Source: an optimization exercise on an open RTL-to-GDS flow (aim: small area, a short achievable clock period and few clock cycles per item). Production flows keep margins and buffers that such runs may drop.
The RTL was checked by simulation tests, not by an equivalence proof against the original design.
Power figures rest on the tool's default switching activity, not on a simulated workload.

===== flow/run.sh =====
#!/bin/bash
# synth_recipe.tcl (not shown) runs the flow's synth.tcl, then flattens the netlist and writes it again
# the make line also repeats each setting of config.mk as NAME=value (left out here)
make -C /OpenROAD-flow-scripts/flow DESIGN_CONFIG=/design/flow/config.mk WORK_HOME=/design/flow/orfs CLKGATE_MAP_FILE= SYNTH_SCRIPT=/design/flow/synth_recipe.tcl finish

===== flow/config.mk =====
export PLATFORM = sky130hd
export DESIGN_NAME = interp_top
export DESIGN_NICKNAME = interp_top
export VERILOG_FILES = /design/flow/design.v
export SDC_FILE = /design/flow/constraint.sdc
export NUM_CORES = 4
export LEC_CHECK = 0
export CAP_MARGIN = 20
export CORE_MARGIN = 2
export CORE_UTILIZATION = 40
export PLACE_DENSITY = 0.6
export SLEW_MARGIN = 20

===== flow/constraint.sdc =====
create_clock -name core_clock -period 33.0 [get_ports {clk}]
set_input_delay 6.6000 -clock core_clock [delete_from_list [all_inputs] [get_ports {clk}]]
set_output_delay 6.6000 -clock core_clock [all_outputs]
set_load 0.01 [all_outputs]

===== flow/design.v =====
module interpolate_cal #(
  parameter  int unsigned HALF_SIZE = 16,  
  parameter  int unsigned DATA_SIZE = 32,  
  localparam [3:0] IDLE    = 4'b1111,
  localparam [3:0] X_MINUS = 4'b0000,
  localparam [3:0] X_DIV   = 4'b0001,
  localparam [3:0] X_MULT  = 4'b0010,
  localparam [3:0] X_ADD   = 4'b0011,
  localparam [3:0] Y_MINUS = 4'b0100,
  localparam [3:0] Y_DIV   = 4'b0101,
  localparam [3:0] Y_MULT  = 4'b0110,
  localparam [3:0] Y_ADD   = 4'b0111,
  localparam [3:0] Z_MINUS = 4'b1000,
  localparam [3:0] Z_DIV   = 4'b1001,
  localparam [3:0] Z_MULT  = 4'b1010,
  localparam [3:0] Z_ADD   = 4'b1011
) (
  input clk,
  input rstn,
  input en,
  input [0:7][DATA_SIZE-1:0] feat,
  input [0:8][DATA_SIZE-1:0] x,  
  input [0:8][DATA_SIZE-1:0] y,
  input [0:8][DATA_SIZE-1:0] z,
  output logic [DATA_SIZE-1:0] interpolated_feat,
  output logic done
);
logic m_done;
logic [DATA_SIZE-1:0] f01, f01_0, f01_1, f01_upper0, f01_lower, f01_upper1;
logic [DATA_SIZE-1:0] f23, f23_0, f23_1, f23_upper0, f23_lower, f23_upper1;
logic [DATA_SIZE-1:0] f45, f45_0, f45_1, f45_upper0, f45_lower, f45_upper1;
logic [DATA_SIZE-1:0] f67, f67_0, f67_1, f67_upper0, f67_lower, f67_upper1;
logic [DATA_SIZE-1:0] f0123, f0123_0, f0123_1, f0123_upper0, f0123_lower, f0123_upper1;
logic [DATA_SIZE-1:0] f4567, f4567_0, f4567_1, f4567_upper0, f4567_lower, f4567_upper1;
logic [DATA_SIZE-1:0] fout_0, fout_1, fout_upper0, fout_lower, fout_upper1;
logic [DATA_SIZE-1:0] m_f01, m_f01_0, m_f01_1, m_f01_upper0, m_f01_lower, m_f01_upper1;
logic [DATA_SIZE-1:0] m_f23, m_f23_0, m_f23_1, m_f23_upper0, m_f23_lower, m_f23_upper1;
logic [DATA_SIZE-1:0] m_f45, m_f45_0, m_f45_1, m_f45_upper0, m_f45_lower, m_f45_upper1;
logic [DATA_SIZE-1:0] m_f67, m_f67_0, m_f67_1, m_f67_upper0, m_f67_lower, m_f67_upper1;
logic [DATA_SIZE-1:0] m_f0123, m_f0123_0, m_f0123_1, m_f0123_upper0, m_f0123_lower, m_f0123_upper1;
logic [DATA_SIZE-1:0] m_f4567, m_f4567_0, m_f4567_1, m_f4567_upper0, m_f4567_lower, m_f4567_upper1;
logic [DATA_SIZE-1:0] m_fout_0, m_fout_1, m_fout_upper0, m_fout_lower, m_fout_upper1;
logic [DATA_SIZE-1:0] m_interpolated_feat;
logic [3:0] state, m_state;
always_ff @(posedge clk) begin
  state <= m_state;
  done <= m_done;
  f01 <= m_f01;
  f01_0 <= m_f01_0;
  f01_1 <= m_f01_1;
  f01_upper0 <= m_f01_upper0;
  f01_upper1 <= m_f01_upper1;
  f01_lower <= m_f01_lower;
  f23 <= m_f23;
  f23_0 <= m_f23_0;
  f23_1 <= m_f23_1;
  f23_upper0 <= m_f23_upper0;
  f23_upper1 <= m_f23_upper1;
  f23_lower <= m_f23_lower;
  f45 <= m_f45;
  f45_0 <= m_f45_0;
  f45_1 <= m_f45_1;
  f45_upper0 <= m_f45_upper0;
  f45_upper1 <= m_f45_upper1;
  f45_lower <= m_f45_lower;
  f67 <= m_f67;
  f67_0 <= m_f67_0;
  f67_1 <= m_f67_1;
  f67_upper0 <= m_f67_upper0;
  f67_upper1 <= m_f67_upper1;
  f67_lower <= m_f67_lower;
  f0123 <= m_f0123;
  f0123_0 <= m_f0123_0;
  f0123_1 <= m_f0123_1;
  f0123_upper0 <= m_f0123_upper0;
  f0123_upper1 <= m_f0123_upper1;
  f0123_lower <= m_f0123_lower;
  f4567 <= m_f4567;
  f4567_0 <= m_f4567_0;
  f4567_1 <= m_f4567_1;
  f4567_upper0 <= m_f4567_upper0;
  f4567_upper1 <= m_f4567_upper1;
  f4567_lower <= m_f4567_lower;
  interpolated_feat <= m_interpolated_feat;
  fout_0 <= m_fout_0;
  fout_1 <= m_fout_1;
  fout_upper0 <= m_fout_upper0;
  fout_upper1 <= m_fout_upper1;
  fout_lower <= m_fout_lower;
end
always_comb begin
  m_f01 = f01;
  m_f01_0 = f01_0;
  m_f01_1 = f01_1;
  m_f01_upper0 = f01_upper0;
  m_f01_upper1 = f01_upper1;
  m_f01_lower= f01_lower;
  m_f23 = f23;
  m_f23_0 = f23_0;
  m_f23_1 = f23_1;
  m_f23_upper0 = f23_upper0;
  m_f23_upper1 = f23_upper1;
  m_f23_lower= f23_lower;
  m_f45 = f45;
  m_f45_0 = f45_0;
  m_f45_1 = f45_1;
  m_f45_upper0 = f45_upper0;
  m_f45_upper1 = f45_upper1;
  m_f45_lower= f45_lower;
  m_f67 = f67;
  m_f67_0 = f67_0;
  m_f67_1 = f67_1;
  m_f67_upper0 = f67_upper0;
  m_f67_upper1 = f67_upper1;
  m_f67_lower= f67_lower;
  m_f0123 = f0123;
  m_f0123_0 = f0123_0;
  m_f0123_1 = f0123_1;
  m_f0123_upper0 = f0123_upper0;
  m_f0123_upper1 = f0123_upper1;
  m_f0123_lower= f0123_lower;
  m_f4567 = f4567;
  m_f4567_0 = f4567_0;
  m_f4567_1 = f4567_1;
  m_f4567_upper0 = f4567_upper0;
  m_f4567_upper1 = f4567_upper1;
  m_f4567_lower= f4567_lower;
  m_interpolated_feat = 0;
  m_fout_0 = fout_0;
  m_fout_1 = fout_1;
  m_fout_upper0 = fout_upper0;
  m_fout_upper1 = fout_upper1;
  m_fout_lower= fout_lower;
  m_done = done;
  unique case (state)
    IDLE: begin
      m_state = IDLE;
      m_done = 1'b0;
      if (en) begin
        m_state = X_MINUS;
      end
    end
    X_MINUS: begin
      m_state = X_DIV;
      m_f01_upper0 = x[8] - x[0];
      m_f01_upper1 = x[1] - x[8];
      m_f01_lower  = x[1] - x[0];
      m_f23_upper0 = x[8] - x[2];
      m_f23_upper1 = x[3] - x[8];
      m_f23_lower  = x[3] - x[2];
      m_f45_upper0 = x[8] - x[4];
      m_f45_upper1 = x[5] - x[8];
      m_f45_lower  = x[5] - x[4];
      m_f67_upper0 = x[8] - x[6];
      m_f67_upper1 = x[7] - x[8];
      m_f67_lower  = x[7] - x[6];
    end
    X_DIV: begin
      m_state = X_MULT;
      m_f01_0 = f01_upper0 / f01_lower;
      m_f01_1 = f01_upper1 / f01_lower;
      m_f23_0 = f23_upper0 / f23_lower;
      m_f23_1 = f23_upper1 / f23_lower;
      m_f45_0 = f45_upper0 / f45_lower;
      m_f45_1 = f45_upper1 / f45_lower;
      m_f67_0 = f67_upper0 / f67_lower;
      m_f67_1 = f67_upper1 / f67_lower;
    end
    X_MULT: begin
      m_state = X_ADD;
      m_f01_0 = f01_0 * feat[1];
      m_f01_1 = f01_0 * feat[0];
      m_f23_0 = f23_0 * feat[3];
      m_f23_1 = f23_0 * feat[2];
      m_f45_0 = f45_0 * feat[5];
      m_f45_1 = f45_0 * feat[4];
      m_f67_0 = f67_0 * feat[7];
      m_f67_1 = f67_0 * feat[6];
    end
    X_ADD: begin
      m_state = Y_MINUS;
      m_f01 = f01_0 + f01_1;
      m_f23 = f23_0 + f23_1;
      m_f45 = f45_0 + f45_1;
      m_f67 = f67_0 + f67_1;
    end
    Y_MINUS: begin
      m_state = Y_DIV;
      m_f0123_upper0 = y[8] - y[0];
      m_f0123_upper1 = y[2] - y[8];
      m_f0123_lower = y[2] - y[0];
      m_f4567_upper0 = y[8] - y[4];
      m_f4567_upper1 = y[6] - y[8];
      m_f4567_lower = y[6] - y[4];
    end
    Y_DIV: begin
      m_state = Y_MULT;
      m_f0123_0 = f0123_upper0 / f0123_lower;
      m_f0123_1 = f0123_upper1 / f0123_lower;
      m_f4567_0 = f4567_upper0 / f4567_lower;
      m_f4567_1 = f4567_upper1 / f4567_lower;
    end
    Y_MULT: begin
      m_state = Y_ADD;
      m_f0123_0 = f0123_0 * f01;
      m_f0123_1 = f0123_1 * f23;
      m_f4567_0 = f4567_0 * f45;
      m_f4567_1 = f4567_1 * f67;
    end
    Y_ADD: begin
      m_state = Z_MINUS;
      m_f0123 = f0123_0 + f0123_1;
      m_f4567 = f4567_0 + f4567_1;
    end
    Z_MINUS: begin
      m_state = Z_DIV;
      m_fout_upper0 = z[8] - z[0];
      m_fout_upper1 = z[4] - z[8];
      m_fout_lower  = z[4] - z[0];
    end
    Z_DIV: begin
      m_state = Z_MULT;
      m_fout_0 = fout_upper0 / fout_lower;
      m_fout_1 = fout_upper1 / fout_lower;
    end
    Z_MULT: begin
      m_state = Z_ADD;
      m_fout_0 = fout_0 * f0123;
      m_fout_1 = fout_1 * f4567;
    end
    Z_ADD: begin
      m_state = IDLE;
      m_interpolated_feat = fout_0 + fout_1;
      m_done = 1'b1;
    end
    default: begin
      m_state = IDLE;
    end
  endcase
  if (!rstn) begin
    m_state = IDLE;
    m_done = 1'b0;
  end
end
endmodule
module interp_top #(
  parameter  int unsigned W = 16
) (
  input              clk,
  input              rstn,
  input              en,
  input  [8*W-1:0]   feat,
  input  [9*W-1:0]   x,
  input  [9*W-1:0]   y,
  input  [9*W-1:0]   z,
  output [W-1:0]     interpolated_feat,
  output             done
);
logic [0:7][W-1:0] feat_arr;
logic [0:8][W-1:0] x_arr, y_arr, z_arr;
genvar g;
generate
  for (g = 0; g < 8; g = g + 1) begin : feat_unpack
    assign feat_arr[g] = feat[g*W +: W];
  end
  for (g = 0; g < 9; g = g + 1) begin : xyz_unpack
    assign x_arr[g] = x[g*W +: W];
    assign y_arr[g] = y[g*W +: W];
    assign z_arr[g] = z[g*W +: W];
  end
endgenerate
interpolate_cal #(
  .DATA_SIZE(W)
) INTERP (
  .clk               (clk),
  .rstn              (rstn),
  .en                (en),
  .feat              (feat_arr),
  .x                 (x_arr),
  .y                 (y_arr),
  .z                 (z_arr),
  .interpolated_feat (interpolated_feat),
  .done              (done)
);
endmodule

==> results.txt <==
vias in the first global route=161195; DIE HEIGHT=683 µm; H-tree levels=3; synthesis-to-layout area growth=8.61%; ranking of synthesized cells by area=ha_1 (21%), fa_1 (12%), edfxtp_1 (11%), xnor2_1 (5.8%), nand2_1 (5.1%); P per Cell Area=32.3 mW/mm²; fin area=0.200 mm²; initial drt markers=11366; CTS Buf Count=104; Setup CP Type=flip-flop to flip-flop; status=no timing/DRC/antenna violations; Slew Limit Fails=0; post-synthesis register bit count=677; Final Cycle Share=93.6%; initial antenna violation count=95; CP bufs+invs=2; register area share after synthesis=10.9%; Least-Margin Pin Slew=1.12 ns; Main synth FF type=edfxtp_1; global-route wire length before repair=910000 µm; DRC viols=0; Max Clock Skew=0.102 ns; full die area=0.467 mm²; total gr overflow=0; WP data arrival=31.42 ns; Final Hold Viols=0; drt total wl=587000 µm; Placer Congestion=0.923; Largest stage delay, worst path=0.70 ns; CTS sink cnt=677; CP max-delay cell=a2111o_1; crit path capture type=flip-flop; most frequent cells in the layout=ha_1 (3028), nand2_1 (2530), inv_1 (2510), nor2_1 (1607), a21oi_1 (1229); DP Area=0.196 mm²; WHS Path Cells=1; Worst Path Max Fanout=19; HPWL Detailed=468000 µm; relative slew slack=25.6%; Overall Power=0.00648 W; Period minus WS final=30.89 ns; row count=249; via/cell ratio=5.62; Synth top area share=20.5%; Post-Syn Area=0.185 mm²; maximum vdd drop=0.0000631 V; Syn. warnings=1; pre-CTS setup slack=0.978 ns; WHS=0.548 ns; antenna-violating nets left=0; Total Routing Usage GR=24.3%; IO Pins=580; family with the most delay on the worst path=compound AO/OA/AOI/OAI gates; deepest clock path buffer count=4; Worst Path Required=33.53 ns; Avg WL per Cell=19.9 µm; worst reg2reg setup slack=2.11 ns; Yosys top cell by area=ha_1; highest clock rate=0.0324 GHz; Hold Crit Class=flip-flop to flip-flop; Syn Area/Cell=7.99 µm²; Net count, final=27959; Worst Min Path Start=INTERP.state[0]$_SDFF_PN1_; final setup violation count=0; Clock Tree Root=clkbuf_16; Buffers on Ports=419; largest net degree at the start of global routing=83; routed vias=165836; setup TNS=0 ns; Reg-to-Reg Start=INTERP.f01_lower[3]$_DFFE_PP_; post-synth cell types=92; Worst setup SP type=flip-flop; reg2reg end=INTERP.f01_0[0]$_DFFE_PP_; R2R depth=108; worst skew pair latency=0.91 ns; leakage=91.8 nW; asr flop ratio synth=0%; critical path's most frequent cell=ha_1; EDFF count, synth=656; Hold EP=INTERP.state[0]$_SDFF_PN1_; total of max-cap violations=0; proportion of layout cells with a drive suffix above 1=5.60%; core area=0.460 mm²; cts hold-fix bufs=0; CTS tree=yes; Syn Nets=27822; First-pass DRT Iterations=6; Initial Utilization=40.2%; final worst slack=2.11 ns; Die X=683 µm; Cells after Synth=23083; commonest non-fill, non-tap cell in the layout=ha_1; Clock transition at path regs=0.07 ns
[metal layers]
layer  GRT usage, %  share of wire, %  vias to the layer above
li1               -                 -                    81008
met1           32.0                44                    79956
met2           40.8                46                     4072
met3           2.28               5.1                      790
met4           10.1               4.6                       10
met5              0            0.0097                        -
[synthesized netlist by cell type, types with 37 or more instances]
| cell | count |
|---|---|
| o221ai_1 | 45 |
| nor2b_1 | 181 |
| nor2_1 | 1615 |
| a41oi_1 | 43 |
| nand4_1 | 155 |
| mux2_2 | 423 |
| o21bai_1 | 145 |
| a31oi_1 | 200 |
| nand2b_1 | 170 |
| or2_2 | 175 |
| o211ai_1 | 210 |
| nand2_1 | 2531 |
| edfxtp_1 | 656 |
| nand3b_1 | 37 |
| o21a_1 | 531 |
| ha_1 | 3028 |
| o31a_1 | 58 |
| nor3b_1 | 39 |
| o31ai_1 | 146 |
| clkbuf_1 | 687 |
| xor2_1 | 519 |
| a21oi_1 | 1238 |
| fa_1 | 1148 |
| a21o_1 | 553 |
| xnor2_1 | 1218 |
| inv_1 | 2511 |
| nand3_1 | 367 |
| a221oi_1 | 41 |
| or3_1 | 216 |
| mux2i_1 | 129 |
| nor4_1 | 102 |
| a211oi_1 | 128 |
| a211o_1 | 66 |
| o2111ai_1 | 68 |
| nor3_1 | 657 |
| o21ai_0 | 1064 |
| a311oi_1 | 78 |
| and2_1 | 972 |
| a21boi_0 | 176 |
| o41ai_1 | 55 |
| or4_1 | 39 |
| and3_1 | 106 |
[cell type report]
cell class,instances,area [µm²]
multi-input combinational,19180,153000
clock buffer,124,2790
fill,46227,259000
timing repair buffer,742,6710
clock inverter,65,669
tap,6149,7690
inverter,2515,9440
sequential,677,20100
antenna,61,153
[logic make-up (layout without fill, tap and decap cells)]
| family | Yosys count | after routing | synth area share, % |
|---|---|---|---|
| AOI/OAI and AO/OA | 5229 | 5229 | 18.7 |
| xor gates and xnor gates | 1737 | 1737 | 8.24 |
| adders and majority gates | 4176 | 4176 | 33.0 |
| buffers and inverters | 3226 | 3446 | 6.57 |
| DFF | 677 | 677 | 10.9 |
| muxes | 553 | 553 | 3.29 |
| other | 0 | 61 | 0 |
| and+or+nand+nor | 7485 | 7485 | 19.3 |
[worst max-delay path by stage]
stage | from | endpoint | slack (ns) | cells after the start
floorplan | INTERP.f0123_lower[12]$_DFFE_PP_ | INTERP.f0123_1[0]$_DFFE_PP_ | 4.84 | 128
global placement | INTERP.f01_lower[15]$_DFFE_PP_ | INTERP.f01_1[0]$_DFFE_PP_ | 1.30 | 121
detailed placement | INTERP.f01_lower[15]$_DFFE_PP_ | INTERP.f01_1[0]$_DFFE_PP_ | 0.98 | 121
CTS | INTERP.f01_lower[15]$_DFFE_PP_ | INTERP.f01_1[0]$_DFFE_PP_ | 0.84 | 121
global route | INTERP.fout_lower[11]$_DFFE_PP_ | INTERP.fout_1[0]$_DFFE_PP_ | -0.008 | 125
finish | INTERP.f01_lower[3]$_DFFE_PP_ | INTERP.f01_0[0]$_DFFE_PP_ | 2.11 | 108
[power breakdown]
group | switching [W] | internal [W]
sequential | 0.0000512 | 0.000990
combinational | 0.00236 | 0.00191
clock | 0.000500 | 0.000673
total | 0.00291 | 0.00357
[timing repair]
action,4_1_cts,5_1_grt
gates resized for setup,0,70
setup endpoints to repair,0,13
setup buffers,0,5
[per-stage QoR]
step                cells  utilization [%]
floorplan           23083                -
CTS                 29443             43.5
global placement    29254             42.7
finish              29513             43.6
global route        29503             43.6
detailed placement  29254             42.7
Testbench counts, summed over its fixed seeds: cycles 31,200, items 2,400.

re-timing with driven ports:
No port has a modelled driver above. Below, the same layout with a new extraction and two added sets of constraints.
Step 1 assumes that a clkbuf_16 drives the clock port and a buf_2 every other input.
Step 2 moves the port delays by t, midway between the first and last clock arrival at a register: inputs arrive t later, outputs are due t later. That takes back most of the time a late clock gives input paths.
a / b / c = ideal ports / drivers / drivers and shift; a / b = the first two.
t, ns: 0.972
setup WS [ns]: 2.107 / 2.107 / 2.107
worst setup path after step 2: register to register
After both steps this run still meets setup and hold. For this run, drivers alone change the setup slack by 0.000 ns; drivers and shift together by 0.000 ns.
